Background: an optimization exercise with open tools, aiming at small area. Do not read the settings as production practice.
At most, simulation tests tie the RTL to the original design; equivalence was not proved.
No activity file was given, so power comes from the tool's default toggle rates.

==> quartz: inputs <==
Design dk_core, start of the top module:
module dk_core(
	input wire clk,
	input wire reset,
	input wire tick_fast,
	input wire tick_slow,
	input wire [4:0] keys,
	input wire [1:0] SW,
	output wire [1:0] game_state,
	output wire [1:0] menu_state,
	output wire [9:0] mario_x,
	output wire [8:0] mario_y,
	output wire [2:0] mario_state,
	output wire [3:0] mario_anim,
	output wire kong_state,
	output wire [1:0] kong_anim,
	output wire queue_state,
	output wire queue_anim,
	output wire [159:0] barrel_x_all,
	output wire [143:0] barrel_y_all,
	output wire [31:0] barrel_state_all,
	output wire [47:0] barrel_anim_all,
	output wire collision,
	output wire [23:0] score_bcd
    );
==> module dk_core, before the edit <==
module dk_core(
	input wire clk,
	input wire reset,
	input wire tick_fast,
	input wire tick_slow,
	input wire [4:0] keys,
	input wire [1:0] SW,
	output wire [1:0] game_state,
	output wire [1:0] menu_state,
	output wire [9:0] mario_x,
	output wire [8:0] mario_y,
	output wire [2:0] mario_state,
	output wire [3:0] mario_anim,
	output wire kong_state,
	output wire [1:0] kong_anim,
	output wire queue_state,
	output wire queue_anim,
	output wire [159:0] barrel_x_all,
	output wire [143:0] barrel_y_all,
	output wire [31:0] barrel_state_all,
	output wire [47:0] barrel_anim_all,
	output wire collision,
	output wire [23:0] score_bcd
    );
	localparam GAME_INITIAL = 2'b00,
	           GAME_RUNNING = 2'b01,
	           GAME_OVER    = 2'b10,
	           GAME_SUCCESS = 2'b11;
	wire over, success;
	wire [1:0] cur_state;
	wire [1:0] W_state;
	wire g_init = cur_state == GAME_INITIAL;
	wire g_run  = cur_state == GAME_RUNNING;
	wire g_over = cur_state == GAME_OVER;
	assign success = mario_y < 30 && (mario_x > 250 && mario_x < 350) && mario_state == 3'b100;
	state_fsm StateControl(.clk(clk), .reset(reset), .start(W_state[0] & W_state[1]), .restart(SW[1]),
	                       .over(over), .success(success), .state(cur_state));
	WelStateControl Wel00(.clk(clk), .reset(reset), .start(g_init), .movement(keys), .state(W_state));
	assign game_state = cur_state;
	assign menu_state = W_state;
	wire [9:0] mario_xn;   
	wire [8:0] mario_yn;   
	mario myMario(.clk(clk), .reset(reset), .en(tick_slow),
	              .rst(g_init), .start(g_run), .over(g_over),
	              .keydown(keys),
	              .x(mario_x), .y(mario_y), .xn(mario_xn), .yn(mario_yn),
	              .state(mario_state),
	              .animation_state(mario_anim));
	wire [3:0] drop_count;
	kong myKong(.clk(clk), .reset(reset), .en(tick_slow),
	            .rst(g_init), .start(g_run), .over(g_over),
	            .drop_count(drop_count),
	            .state(kong_state),
	            .animation_state(kong_anim));
	assign queue_state = kong_state;
	queue myQueue(.clk(clk), .reset(reset), .en(tick_slow),
	              .state(kong_state),
	              .animation_state(queue_anim));
	wire [3:0] rnd;
	rand_gen rg(.clk(clk), .reset(reset), .en(tick_fast), .rand_out(rnd));
	wire rand_match = rnd[3:2] == 2'b10;
	localparam BARREL_NUM_MAX = 16;
	wire score_rst = reset | g_init;
	wire mario_jumping = mario_state == 3'b001;
	wire mario_low_ok = mario_y < 9'd476;
	function [10:0] add11(input [10:0] a, input [10:0] b);
		integer j;
		reg c;
		begin
			c = 1'b0;
			for (j = 0; j < 11; j = j + 1) begin
				{c, add11[j]} = {1'b0, a[j]} + {1'b0, b[j]} + {1'b0, c};
			end
		end
	endfunction
	wire [15:0] barrel_collision;
	wire [15:0] goal;
	wire [15:0] wrap;
	generate
		genvar i;
		for (i = 0; i < BARREL_NUM_MAX; i = i + 1) begin: barrel_generator
			wire [9:0] bx;
			wire [8:0] by;
			wire [1:0] bs;
			wire [2:0] ba;
			barrel myBarrel(.clk(clk), .reset(reset), .en(tick_fast),
			                .rst(g_init),
			                .start(g_run & (drop_count == i)),
			                .game_over(g_over),
			                .rand_match(rand_match),
			                .x(bx), .y(by), .state(bs), .animation_state(ba));
			wire [10:0] ex = add11({1'b0, bx}, {1'b1, mario_xn});
			wire [10:0] ey11 = add11({2'b0, by}, {2'b11, mario_yn});
			wire [9:0]  ey = ey11[9:0];
			wire ex_pos = ex[10:6] == 5'b00000;    
			wire ex_neg = ex[10:6] == 5'b11111;    
			wire ey_pos = ey[9:7] == 3'b000;       
			wire ey_neg = ey[9:7] == 3'b111;       
			wire falling = bs == 2'b10;
			wire rolling = bs == 2'b01;
			wire ex_0_32  = ex_pos && ex[5:0] <= 6'd32;                     
			wire ex_m32_m1 = ex_neg && ex[5:0] >= 6'd32;                    
			wire ex_m42_m1 = ex_neg && ex[5:0] >= 6'd22;                    
			wire ex_m42_m10 = ex_neg && ex[5:0] >= 6'd22 && ex[5:0] <= 6'd54;   
			wire y_hit = (ey_pos && ey[6:0] <= 7'd34) || (ey_neg && ey[6:0] >= 7'd104);
			wire x_roll = ex_0_32 | ex_m32_m1;
			wire x_fall = ex_0_32 | ex_m42_m10;
			assign barrel_collision[i] = y_hit & ((rolling & x_roll) | (falling & x_fall));
			wire same_floor = mario_low_ok && ey_pos && ey[6:0] >= 7'd7 && ey[6:0] <= 7'd71;
			wire intersection = ex_0_32 | (falling ? ex_m42_m1 : ex_m32_m1);
			score myScore(.clk(clk), .rst(score_rst),
			              .same_floor(same_floor), .intersection(intersection),
			              .mario_jumping(mario_jumping),
			              .goal(goal[i]), .wrap(wrap[i]));
			assign barrel_x_all[10*i +: 10] = bx;
			assign barrel_y_all[9*i +: 9] = by;
			assign barrel_state_all[2*i +: 2] = bs;
			assign barrel_anim_all[3*i +: 3] = ba;
		end
	endgenerate
	wire [19:0] score_dec;
	score_total myTotal(.clk(clk), .rst(score_rst), .goal(goal), .wrap(wrap), .score_dec(score_dec));
	assign score_bcd = {4'd0, score_dec};
	assign collision = |barrel_collision;
	reg [6:0] coll_run;
	reg coll_full;
	always @(posedge clk) begin
		if (reset) begin
			coll_run <= 7'd0;
			coll_full <= 1'b0;
		end
		else if (tick_slow) begin
			if (~collision) begin
				coll_run <= 7'd0;
				coll_full <= 1'b0;
			end
			else begin
				coll_run <= {coll_run[5:0], coll_run[6] ^ coll_run[5] ^ (coll_run[5:0] == 6'd0)};
				if (coll_run == 7'b1000000) coll_full <= 1'b1;   
			end
		end
	end
	assign over = (~SW[0]) & (coll_full | (mario_x < 183 && mario_y < 114));
endmodule
Settings: LEC_CHECK=0, CAP_MARGIN=5, CORE_MARGIN=2, CORE_UTILIZATION=55, SLEW_MARGIN=5; clock period 30.0 ns.
standard.sh (not shown) runs the stock make flow with config.mk's settings and CLKGATE_MAP_FILE= SYNTH_SCRIPT=/design/flow/synth_recipe.tcl, a recipe that flattens the netlist after the stock synthesis.
==> flow/flow/run.sh <==
#!/bin/bash
# Layout flow: the standard flow (standard synthesis unchanged), with
#  - the port buffers made from the smallest buffer cell instead of the one
#    buffer_ports picks by default;
#  - a clock tree of clkbuf_8 buffers in clusters of up to 16 sinks, without
#    dummy loads.
# The make output goes to flow_make.log here.
set -euo pipefail
bash standard.sh \
  "BUFFER_PORTS_ARGS=-buffer_cell sky130_fd_sc_hd__buf_1" \
  "CTS_ARGS=-sink_clustering_enable -repair_clock_nets -dont_use_dummy_load -buf_list {sky130_fd_sc_hd__clkbuf_8} -sink_clustering_size 16 -sink_clustering_max_diameter 50" \
  finish > flow_make.log 2>&1
==> fjord (differences from quartz) <==
--- a/flow/design.v
+++ b/flow/design.v
@@ -153,23 +153,23 @@
                MARIO_DIE2        = 4'b1011,
                MARIO_DIE3        = 4'b1100,
                MARIO_DIE4        = 4'b1101;
     wire KEYUP    = keydown[0];
     wire KEYLEFT  = keydown[1];
     wire KEYRIGHT = keydown[2];
     wire KEYDOWN  = keydown[3];
     wire KEYJUMP  = keydown[4];
-    function [12:0] add13(input [12:0] a, input [12:0] b);
+    function [10:0] add11(input [10:0] a, input [10:0] b);
         integer i;
         reg c;
         begin
             c = 1'b0;
-            for (i = 0; i < 13; i = i + 1) begin
-                add13[i] = a[i] ^ b[i] ^ c;
+            for (i = 0; i < 11; i = i + 1) begin
+                add11[i] = a[i] ^ b[i] ^ c;
                 c = (a[i] & b[i]) | (c & (a[i] ^ b[i]));
             end
         end
     endfunction
     function [9:0] add10(input [9:0] a, input [9:0] b);
         integer i;
         reg c;
         begin
@@ -197,19 +197,19 @@
     reg signed [9:0] vq;
     reg signed [4:0] vr;
     wire v_neg = vq[9] | vr[4];
     wire v_wrap = (vq == 10'sd409) & (vr >= 5'sd3);                        
     wire v_carry = v_neg ? (vq[9] & (vr >= -5'sd2) & (vr <= 5'sd0)) : (vr >= 5'sd7);
     wire [9:0] vq_inc = add10(vq, 10'd1);
     wire signed [9:0] vq_acc = v_wrap ? -10'sd409 : (v_carry ? vq_inc : vq);
     wire signed [4:0] vr_acc = v_wrap ? vr - 5'sd9 : (v_carry ? vr - 5'sd7 : vr + 5'sd3);
-    wire [12:0] ys = add13({4'd0, y}, {{3{vq[9]}}, vq});
+    wire [10:0] ys = add11({2'd0, y}, {vq[9], vq});
     wire [9:0]  xs = add10(x, SPEED_X);
-    wire ys_hi0 = ys[12:9] == 4'd0;
+    wire ys_hi0 = ys[10:9] == 2'd0;       
     wire [8:0] ysl = ys[8:0];
     wire xs_l0 = xs >= 10'd217 && xs <= 10'd387;
     wire xs_l1 = xs < 10'd591;    
     wire xs_l2 = xs >= 10'd16;    
     wire COLLATION_DOWN = (y >= 9'd425 && y <= 9'd475) |
                           (x >= 10'd217 && x <= 10'd387 && y >= 9'd17 && y <= 9'd34) |
                           (x <= 10'd590 && y >= 9'd79  && y <= 9'd95) |
                           (x >= 10'd16  && y >= 9'd161 && y <= 9'd177) |
@@ -233,33 +233,34 @@
                     (x >= 10'd541 && x <= 10'd555 && y >= 9'd78  && y <= 9'd162) |
                     (x >= 10'd48  && x <= 10'd62  && y >= 9'd160 && y <= 9'd251) |
                     (x >= 10'd546 && x <= 10'd560 && y >= 9'd249 && y <= 9'd341) |
                     (x >= 10'd53  && x <= 10'd67  && y >= 9'd339 && y <= 9'd426);
     wire [9:0] x_move = (xs < 10'd5) ? 10'd5 : (xs > 10'd606) ? 10'd606 : xs;
     wire x_stop = (xs < 10'd5) | (xs > 10'd606);
     reg [8:0] y_fly;
     always @(*) begin
-        if (ys < 13'd5) y_fly = 9'd5;
+        if (ys_hi0 && ysl < 9'd5) y_fly = 9'd5;
         else if (ys_hi0 && ysl > 9'd53  && ysl < 9'd70  && xs_l0) y_fly = 9'd70;
         else if (ys_hi0 && ysl > 9'd115 && ysl < 9'd131 && xs_l1) y_fly = 9'd131;
         else if (ys_hi0 && ysl > 9'd197 && ysl < 9'd213 && xs_l2) y_fly = 9'd213;
         else if (ys_hi0 && ysl > 9'd286 && ysl < 9'd302 && xs_l1) y_fly = 9'd302;
         else if (ys_hi0 && ysl > 9'd376 && ysl < 9'd393 && xs_l2) y_fly = 9'd393;
         else if (ys_hi0 && ysl > 9'd461 && ysl < 9'd479) y_fly = 9'd479;
-        else if (ys > 13'd425 && ys < 13'd8156) y_fly = 9'd425;
+        else if ((~ys[10] && ys[9:0] > 10'd425) || (ys[10] && ys[9:0] < 10'd988)) y_fly = 9'd425;   
         else if (ys_hi0 && ysl > 9'd17  && ysl < 9'd34  && xs_l0) y_fly = 9'd17;
         else if (ys_hi0 && ysl > 9'd79  && ysl < 9'd95  && xs_l1) y_fly = 9'd79;
         else if (ys_hi0 && ysl > 9'd161 && ysl < 9'd177 && xs_l2) y_fly = 9'd161;
         else if (ys_hi0 && ysl > 9'd250 && ysl < 9'd266 && xs_l1) y_fly = 9'd250;
         else if (ys_hi0 && ysl > 9'd340 && ysl < 9'd357 && xs_l2) y_fly = 9'd340;
         else y_fly = ysl;
     end
-    wire [8:0] y_up   = (y >= 9'd3 && y <= 9'd7) ? 9'd5 : y - 9'd3;
-    wire [8:0] y_down = (y >= 9'd423 && y <= 9'd472) ? 9'd425 : y + 9'd3;
+    wire [10:0] y_pm3 = add11({2'd0, y}, KEYUP ? 11'h7fd : 11'd3);    
+    wire [8:0] y_up   = (y >= 9'd3 && y <= 9'd7) ? 9'd5 : y_pm3[8:0];
+    wire [8:0] y_down = (y >= 9'd423 && y <= 9'd472) ? 9'd425 : y_pm3[8:0];
     assign x = ~xn;
     assign y = ~yn;
     reg [2:0] next_state;
     reg [4:0] animation_counter;
     reg last_direction;
     always @(posedge clk) begin
       if (reset) begin
         xn <= ~(10'd450);
@@ -733,61 +734,37 @@
 	              .animation_state(queue_anim));
 	wire [3:0] rnd;
 	rand_gen rg(.clk(clk), .reset(reset), .en(tick_fast), .rand_out(rnd));
 	wire rand_match = rnd[3:2] == 2'b10;
 	localparam BARREL_NUM_MAX = 16;
 	wire score_rst = reset | g_init;
 	wire mario_jumping = mario_state == 3'b001;
 	wire mario_low_ok = mario_y < 9'd476;
-	function [10:0] add11(input [10:0] a, input [10:0] b);
-		integer j;
-		reg c;
-		begin
-			c = 1'b0;
-			for (j = 0; j < 11; j = j + 1) begin
-				{c, add11[j]} = {1'b0, a[j]} + {1'b0, b[j]} + {1'b0, c};
-			end
-		end
-	endfunction
 	wire [15:0] barrel_collision;
 	wire [15:0] goal;
 	wire [15:0] wrap;
 	generate
 		genvar i;
 		for (i = 0; i < BARREL_NUM_MAX; i = i + 1) begin: barrel_generator
 			wire [9:0] bx;
 			wire [8:0] by;
 			wire [1:0] bs;
 			wire [2:0] ba;
 			barrel myBarrel(.clk(clk), .reset(reset), .en(tick_fast),
 			                .rst(g_init),
 			                .start(g_run & (drop_count == i)),
 			                .game_over(g_over),
 			                .rand_match(rand_match),
 			                .x(bx), .y(by), .state(bs), .animation_state(ba));
-			wire [10:0] ex = add11({1'b0, bx}, {1'b1, mario_xn});
-			wire [10:0] ey11 = add11({2'b0, by}, {2'b11, mario_yn});
-			wire [9:0]  ey = ey11[9:0];
-			wire ex_pos = ex[10:6] == 5'b00000;    
-			wire ex_neg = ex[10:6] == 5'b11111;    
-			wire ey_pos = ey[9:7] == 3'b000;       
-			wire ey_neg = ey[9:7] == 3'b111;       
-			wire falling = bs == 2'b10;
-			wire rolling = bs == 2'b01;
-			wire ex_0_32  = ex_pos && ex[5:0] <= 6'd32;                     
-			wire ex_m32_m1 = ex_neg && ex[5:0] >= 6'd32;                    
-			wire ex_m42_m1 = ex_neg && ex[5:0] >= 6'd22;                    
-			wire ex_m42_m10 = ex_neg && ex[5:0] >= 6'd22 && ex[5:0] <= 6'd54;   
-			wire y_hit = (ey_pos && ey[6:0] <= 7'd34) || (ey_neg && ey[6:0] >= 7'd104);
-			wire x_roll = ex_0_32 | ex_m32_m1;
-			wire x_fall = ex_0_32 | ex_m42_m10;
-			assign barrel_collision[i] = y_hit & ((rolling & x_roll) | (falling & x_fall));
-			wire same_floor = mario_low_ok && ey_pos && ey[6:0] >= 7'd7 && ey[6:0] <= 7'd71;
-			wire intersection = ex_0_32 | (falling ? ex_m42_m1 : ex_m32_m1);
+			wire collision_i, same_floor, intersection;
+			barrel_rel myRel(.bx(bx), .by(by), .bs(bs), .mario_xn(mario_xn), .mario_yn(mario_yn),
+			                 .mario_low_ok(mario_low_ok),
+			                 .collision(collision_i), .same_floor(same_floor), .intersection(intersection));
+			assign barrel_collision[i] = collision_i;
 			score myScore(.clk(clk), .rst(score_rst),
 			              .same_floor(same_floor), .intersection(intersection),
 			              .mario_jumping(mario_jumping),
 			              .goal(goal[i]), .wrap(wrap[i]));
 			assign barrel_x_all[10*i +: 10] = bx;
 			assign barrel_y_all[9*i +: 9] = by;
 			assign barrel_state_all[2*i +: 2] = bs;
 			assign barrel_anim_all[3*i +: 3] = ba;
@@ -812,8 +789,49 @@
 			else begin
 				coll_run <= {coll_run[5:0], coll_run[6] ^ coll_run[5] ^ (coll_run[5:0] == 6'd0)};
 				if (coll_run == 7'b1000000) coll_full <= 1'b1;   
 			end
 		end
 	end
 	assign over = (~SW[0]) & (coll_full | (mario_x < 183 && mario_y < 114));
 endmodule
+module barrel_rel(
+	input wire [9:0] bx,
+	input wire [8:0] by,
+	input wire [1:0] bs,
+	input wire [9:0] mario_xn,    
+	input wire [8:0] mario_yn,    
+	input wire mario_low_ok,      
+	output wire collision,
+	output wire same_floor,
+	output wire intersection
+	);
+	function [10:0] add11(input [10:0] a, input [10:0] b);
+		integer j;
+		reg c;
+		begin
+			c = 1'b0;
+			for (j = 0; j < 11; j = j + 1) begin
+				{c, add11[j]} = {1'b0, a[j]} + {1'b0, b[j]} + {1'b0, c};
+			end
+		end
+	endfunction
+	wire [10:0] ex = add11({1'b0, bx}, {1'b1, mario_xn});
+	wire [10:0] ey11 = add11({2'b0, by}, {2'b11, mario_yn});
+	wire [9:0]  ey = ey11[9:0];
+	wire ex_pos = ex[10:6] == 5'b00000;    
+	wire ex_neg = ex[10:6] == 5'b11111;    
+	wire ey_pos = ey[9:7] == 3'b000;       
+	wire ey_neg = ey[9:7] == 3'b111;       
+	wire falling = bs == 2'b10;
+	wire rolling = bs == 2'b01;
+	wire ex_0_32  = ex_pos && ex[5:0] <= 6'd32;                     
+	wire ex_m32_m1 = ex_neg && ex[5:0] >= 6'd32;                    
+	wire ex_m42_m1 = ex_neg && ex[5:0] >= 6'd22;                    
+	wire ex_m42_m10 = ex_neg && ex[5:0] >= 6'd22 && ex[5:0] <= 6'd54;   
+	wire y_hit = (ey_pos && ey[6:0] <= 7'd34) || (ey_neg && ey[6:0] >= 7'd104);
+	wire x_roll = ex_0_32 | ex_m32_m1;
+	wire x_fall = ex_0_32 | ex_m42_m10;
+	assign collision = y_hit & ((rolling & x_roll) | (falling & x_fall));
+	assign same_floor = mario_low_ok && ey_pos && ey[6:0] >= 7'd7 && ey[6:0] <= 7'd71;
+	assign intersection = ex_0_32 | (falling ? ex_m42_m1 : ex_m32_m1);
+endmodule
==> flow/flow/run.sh (replaced) <==
#!/bin/bash
# Layout flow: the standard flow, with
#  - ABC mapping for area: ORFS's own scripts, copied, with abc_speed.script
#    replaced by flow/abc_speed.script (ORFS's speed script with area
#    recovery in &nf, two more choice-and-map rounds, and without ABC's
#    buffering and gate upsizing, which placement undoes or repeats
#    anyway); ABC maps only the logic between the registers, so the
#    registers are the standard synthesis's;
#  - the port buffers made from the smallest buffer cell instead of the one
#    buffer_ports picks by default;
#  - a clock tree of small clock buffers (clkbuf_4), each driving a cluster
#    of up to 10 registers, without dummy loads.
# The make output goes to flow_make.log here.
set -euo pipefail
rm -rf scripts_alt
cp -r "$FLOW_HOME/scripts" scripts_alt
cp flow/abc_speed.script scripts_alt/abc_speed.script
bash standard.sh \
  "SCRIPTS_DIR=$PWD/scripts_alt" \
  "BUFFER_PORTS_ARGS=-buffer_cell sky130_fd_sc_hd__buf_1" \
  "CTS_ARGS=-sink_clustering_enable -repair_clock_nets -dont_use_dummy_load -buf_list {sky130_fd_sc_hd__clkbuf_4} -sink_clustering_size 10 -sink_clustering_max_diameter 40" \
  finish > flow_make.log 2>&1
==> flow/flow/abc_speed.script (new file) <==
strash
&get -n
&st
&dch
&nf -R 1000
&st
&syn2
&if -g -K 6
&synch2
&nf -R 1000
&st
&syn2
&if -g -K 6
&synch2
&nf -R 1000
&st
&dch -f
&nf -R 2000
&st
&dch -f
&nf -R 2000
&put
topo
stime -c
CORE_UTILIZATION = 70   (was 55)
==> juniper (differences from quartz) <==
--- a/flow/design.v
+++ b/flow/design.v
@@ -733,61 +733,37 @@
 	              .animation_state(queue_anim));
 	wire [3:0] rnd;
 	rand_gen rg(.clk(clk), .reset(reset), .en(tick_fast), .rand_out(rnd));
 	wire rand_match = rnd[3:2] == 2'b10;
 	localparam BARREL_NUM_MAX = 16;
 	wire score_rst = reset | g_init;
 	wire mario_jumping = mario_state == 3'b001;
 	wire mario_low_ok = mario_y < 9'd476;
-	function [10:0] add11(input [10:0] a, input [10:0] b);
-		integer j;
-		reg c;
-		begin
-			c = 1'b0;
-			for (j = 0; j < 11; j = j + 1) begin
-				{c, add11[j]} = {1'b0, a[j]} + {1'b0, b[j]} + {1'b0, c};
-			end
-		end
-	endfunction
 	wire [15:0] barrel_collision;
 	wire [15:0] goal;
 	wire [15:0] wrap;
 	generate
 		genvar i;
 		for (i = 0; i < BARREL_NUM_MAX; i = i + 1) begin: barrel_generator
 			wire [9:0] bx;
 			wire [8:0] by;
 			wire [1:0] bs;
 			wire [2:0] ba;
 			barrel myBarrel(.clk(clk), .reset(reset), .en(tick_fast),
 			                .rst(g_init),
 			                .start(g_run & (drop_count == i)),
 			                .game_over(g_over),
 			                .rand_match(rand_match),
 			                .x(bx), .y(by), .state(bs), .animation_state(ba));
-			wire [10:0] ex = add11({1'b0, bx}, {1'b1, mario_xn});
-			wire [10:0] ey11 = add11({2'b0, by}, {2'b11, mario_yn});
-			wire [9:0]  ey = ey11[9:0];
-			wire ex_pos = ex[10:6] == 5'b00000;    
-			wire ex_neg = ex[10:6] == 5'b11111;    
-			wire ey_pos = ey[9:7] == 3'b000;       
-			wire ey_neg = ey[9:7] == 3'b111;       
-			wire falling = bs == 2'b10;
-			wire rolling = bs == 2'b01;
-			wire ex_0_32  = ex_pos && ex[5:0] <= 6'd32;                     
-			wire ex_m32_m1 = ex_neg && ex[5:0] >= 6'd32;                    
-			wire ex_m42_m1 = ex_neg && ex[5:0] >= 6'd22;                    
-			wire ex_m42_m10 = ex_neg && ex[5:0] >= 6'd22 && ex[5:0] <= 6'd54;   
-			wire y_hit = (ey_pos && ey[6:0] <= 7'd34) || (ey_neg && ey[6:0] >= 7'd104);
-			wire x_roll = ex_0_32 | ex_m32_m1;
-			wire x_fall = ex_0_32 | ex_m42_m10;
-			assign barrel_collision[i] = y_hit & ((rolling & x_roll) | (falling & x_fall));
-			wire same_floor = mario_low_ok && ey_pos && ey[6:0] >= 7'd7 && ey[6:0] <= 7'd71;
-			wire intersection = ex_0_32 | (falling ? ex_m42_m1 : ex_m32_m1);
+			wire collision_i, same_floor, intersection;
+			barrel_rel myRel(.bx(bx), .by(by), .bs(bs), .mario_xn(mario_xn), .mario_yn(mario_yn),
+			                 .mario_low_ok(mario_low_ok),
+			                 .collision(collision_i), .same_floor(same_floor), .intersection(intersection));
+			assign barrel_collision[i] = collision_i;
 			score myScore(.clk(clk), .rst(score_rst),
 			              .same_floor(same_floor), .intersection(intersection),
 			              .mario_jumping(mario_jumping),
 			              .goal(goal[i]), .wrap(wrap[i]));
 			assign barrel_x_all[10*i +: 10] = bx;
 			assign barrel_y_all[9*i +: 9] = by;
 			assign barrel_state_all[2*i +: 2] = bs;
 			assign barrel_anim_all[3*i +: 3] = ba;
@@ -812,8 +788,49 @@
 			else begin
 				coll_run <= {coll_run[5:0], coll_run[6] ^ coll_run[5] ^ (coll_run[5:0] == 6'd0)};
 				if (coll_run == 7'b1000000) coll_full <= 1'b1;   
 			end
 		end
 	end
 	assign over = (~SW[0]) & (coll_full | (mario_x < 183 && mario_y < 114));
 endmodule
+module barrel_rel(
+	input wire [9:0] bx,
+	input wire [8:0] by,
+	input wire [1:0] bs,
+	input wire [9:0] mario_xn,    
+	input wire [8:0] mario_yn,    
+	input wire mario_low_ok,      
+	output wire collision,
+	output wire same_floor,
+	output wire intersection
+	);
+	function [10:0] add11(input [10:0] a, input [10:0] b);
+		integer j;
+		reg c;
+		begin
+			c = 1'b0;
+			for (j = 0; j < 11; j = j + 1) begin
+				{c, add11[j]} = {1'b0, a[j]} + {1'b0, b[j]} + {1'b0, c};
+			end
+		end
+	endfunction
+	wire [10:0] ex = add11({1'b0, bx}, {1'b1, mario_xn});
+	wire [10:0] ey11 = add11({2'b0, by}, {2'b11, mario_yn});
+	wire [9:0]  ey = ey11[9:0];
+	wire ex_pos = ex[10:6] == 5'b00000;    
+	wire ex_neg = ex[10:6] == 5'b11111;    
+	wire ey_pos = ey[9:7] == 3'b000;       
+	wire ey_neg = ey[9:7] == 3'b111;       
+	wire falling = bs == 2'b10;
+	wire rolling = bs == 2'b01;
+	wire ex_0_32  = ex_pos && ex[5:0] <= 6'd32;                     
+	wire ex_m32_m1 = ex_neg && ex[5:0] >= 6'd32;                    
+	wire ex_m42_m1 = ex_neg && ex[5:0] >= 6'd22;                    
+	wire ex_m42_m10 = ex_neg && ex[5:0] >= 6'd22 && ex[5:0] <= 6'd54;   
+	wire y_hit = (ey_pos && ey[6:0] <= 7'd34) || (ey_neg && ey[6:0] >= 7'd104);
+	wire x_roll = ex_0_32 | ex_m32_m1;
+	wire x_fall = ex_0_32 | ex_m42_m10;
+	assign collision = y_hit & ((rolling & x_roll) | (falling & x_fall));
+	assign same_floor = mario_low_ok && ey_pos && ey[6:0] >= 7'd7 && ey[6:0] <= 7'd71;
+	assign intersection = ex_0_32 | (falling ? ex_m42_m1 : ex_m32_m1);
+endmodule
==> flow/flow/run.sh (replaced) <==
#!/bin/bash
# Layout flow: the standard flow, with
#  - ABC mapping for area: ORFS's own scripts, copied, with abc_speed.script
#    replaced by flow/abc_speed.script (ORFS's speed script with area
#    recovery in &nf and without ABC's buffering and gate upsizing, which
#    placement undoes or repeats anyway); the synthesis is otherwise the
#    standard one, so the registers are the same;
#  - the port buffers made from the smallest buffer cell instead of the one
#    buffer_ports picks by default;
#  - a clock tree of larger clusters, without dummy loads.
# The make output goes to flow_make.log here.
set -euo pipefail
rm -rf scripts_alt
cp -r "$FLOW_HOME/scripts" scripts_alt
cp flow/abc_speed.script scripts_alt/abc_speed.script
bash standard.sh \
  "SCRIPTS_DIR=$PWD/scripts_alt" \
  "BUFFER_PORTS_ARGS=-buffer_cell sky130_fd_sc_hd__buf_1" \
  "CTS_ARGS=-sink_clustering_enable -repair_clock_nets -dont_use_dummy_load -buf_list {sky130_fd_sc_hd__clkbuf_16} -sink_clustering_size 30 -sink_clustering_max_diameter 60" \
  finish > flow_make.log 2>&1
==> flow/flow/abc_speed.script (new file) <==
strash
&get -n
&st
&dch
&nf -R 1000
&st
&syn2
&if -g -K 6
&synch2
&nf -R 1000
&st
&syn2
&if -g -K 6
&synch2
&nf -R 1000
&put
topo
stime -c
==> notes <==
- The highest non-clock buffer count belongs to quartz, the lowest to juniper.
- Of juniper and fjord, juniper has the higher hold slack (gap 0.017 ns).
- Between quartz and juniper, the lower area after synthesis is in juniper (gap about 3%, measured against juniper).
- quartz completed without violations. juniper ran to the end with no violations. fjord went through all stages and came out clean.
- Setup slack: fjord < juniper < quartz.
- Of juniper and quartz, juniper has the higher clock power (gap about 27%, measured against quartz).
- Against juniper, the maximum frequency of quartz is larger by 3.1%.
- Against fjord, the synthesized cell count of juniper is larger by about 2%.
- Cell count: juniper is larger than fjord (about 5%).
- Critical path depth is the same in quartz and juniper.
==> figures <==
| metric | juniper | quartz | fjord |
|---|---|---|---|
| Outcome | no timing/DRC/antenna violations | no timing/DRC/antenna violations | no timing/DRC/antenna violations |
| Origin of the worst min-delay path | myQueue.animation_counter[1] | coll_run[3] | barrel_generator[8].myScore.cnt[4] |
| Logic power comb | 0.000101 W | 0.0000954 W | 0.000118 W |
| CTS Root Buffer Type | sky130_fd_sc_hd__clkbuf_16 | sky130_fd_sc_hd__clkbuf_8 | sky130_fd_sc_hd__clkbuf_4 |
| Worst setup slack for register-to-register paths | 14.66 ns | 15.12 ns | 14.54 ns |
| Initial antenna violation count | 1 | 6 | 4 |
| Clk network pwr share | 43.4% | 37.8% | 31.3% |
| Post-layout instance area | 57220 sq um | 57360 sq um | 54670 sq um |
| Worst hold endpoint | myQueue.animation_counter[1] | coll_run[3] | barrel_generator[8].myScore.cnt[5] |
| Maximum clock frequency | 0.06518 GHz | 0.06720 GHz | 0.06468 GHz |
| Switching Fraction | 23.76% | 25.11% | 26.51% |
| Launch point of the worst reg-to-reg path | barrel_generator[4].myScore.state[0] | barrel_generator[0].myScore.state[0] | barrel_generator[7].myScore.state[0] |
| Clock-pin slew on the worst setup and hold paths | 0.06 ns | 0.08 ns | 0.10 ns |
| Count of mapped cells out of synthesis | 5741 | 5911 | 5633 |
| Number of signal-net buffers in the layout | 494 | 499 | 497 |
| Warning count from the yosys run | 11 | 10 | 11 |
| Number of clock-tree buffers in the layout | 78 | 101 | 112 |
| Final weighted congestion of routability-driven global placement | 0.9244 | 0.9459 | 0.9690 |
| Compound-cell area share of the yosys netlist | 11.16% | 12.48% | 11.82% |
For quartz, only the layout was checked, not whether the RTL still works.

-- separate check: timing with driven ports --
The flow's constraints put no driver on any port. The routed layouts listed below were extracted and timed again, unchanged, in two steps. Step 1, drivers: a clkbuf_16 drives clk and a buf_2 each remaining input, both assumed. Step 2 adds t to the input delays and takes it off the output delays; t is the mean of the earliest and latest rising clock arrival at the registers after step 1. Input paths then give back, and output paths get back, about the clock's delay inside the block. a / b / c = no drivers / after step 1 / after step 2; a / b = the first two.
| run | t (ns) | slack for setup (ns) | worst setup path at the end | cell pins on the clock port's net |
|---|---|---|---|---|
| quartz | 0.813 | 15.118 / 15.118 / 15.118 | register to register | 1 |
| fjord | 0.986 | 14.540 / 14.540 / 14.540 | register to register | 1 |
| juniper | 0.706 | 14.657 / 14.657 / 14.657 | register to register | 1 |
After both steps every run listed still meets setup and hold.
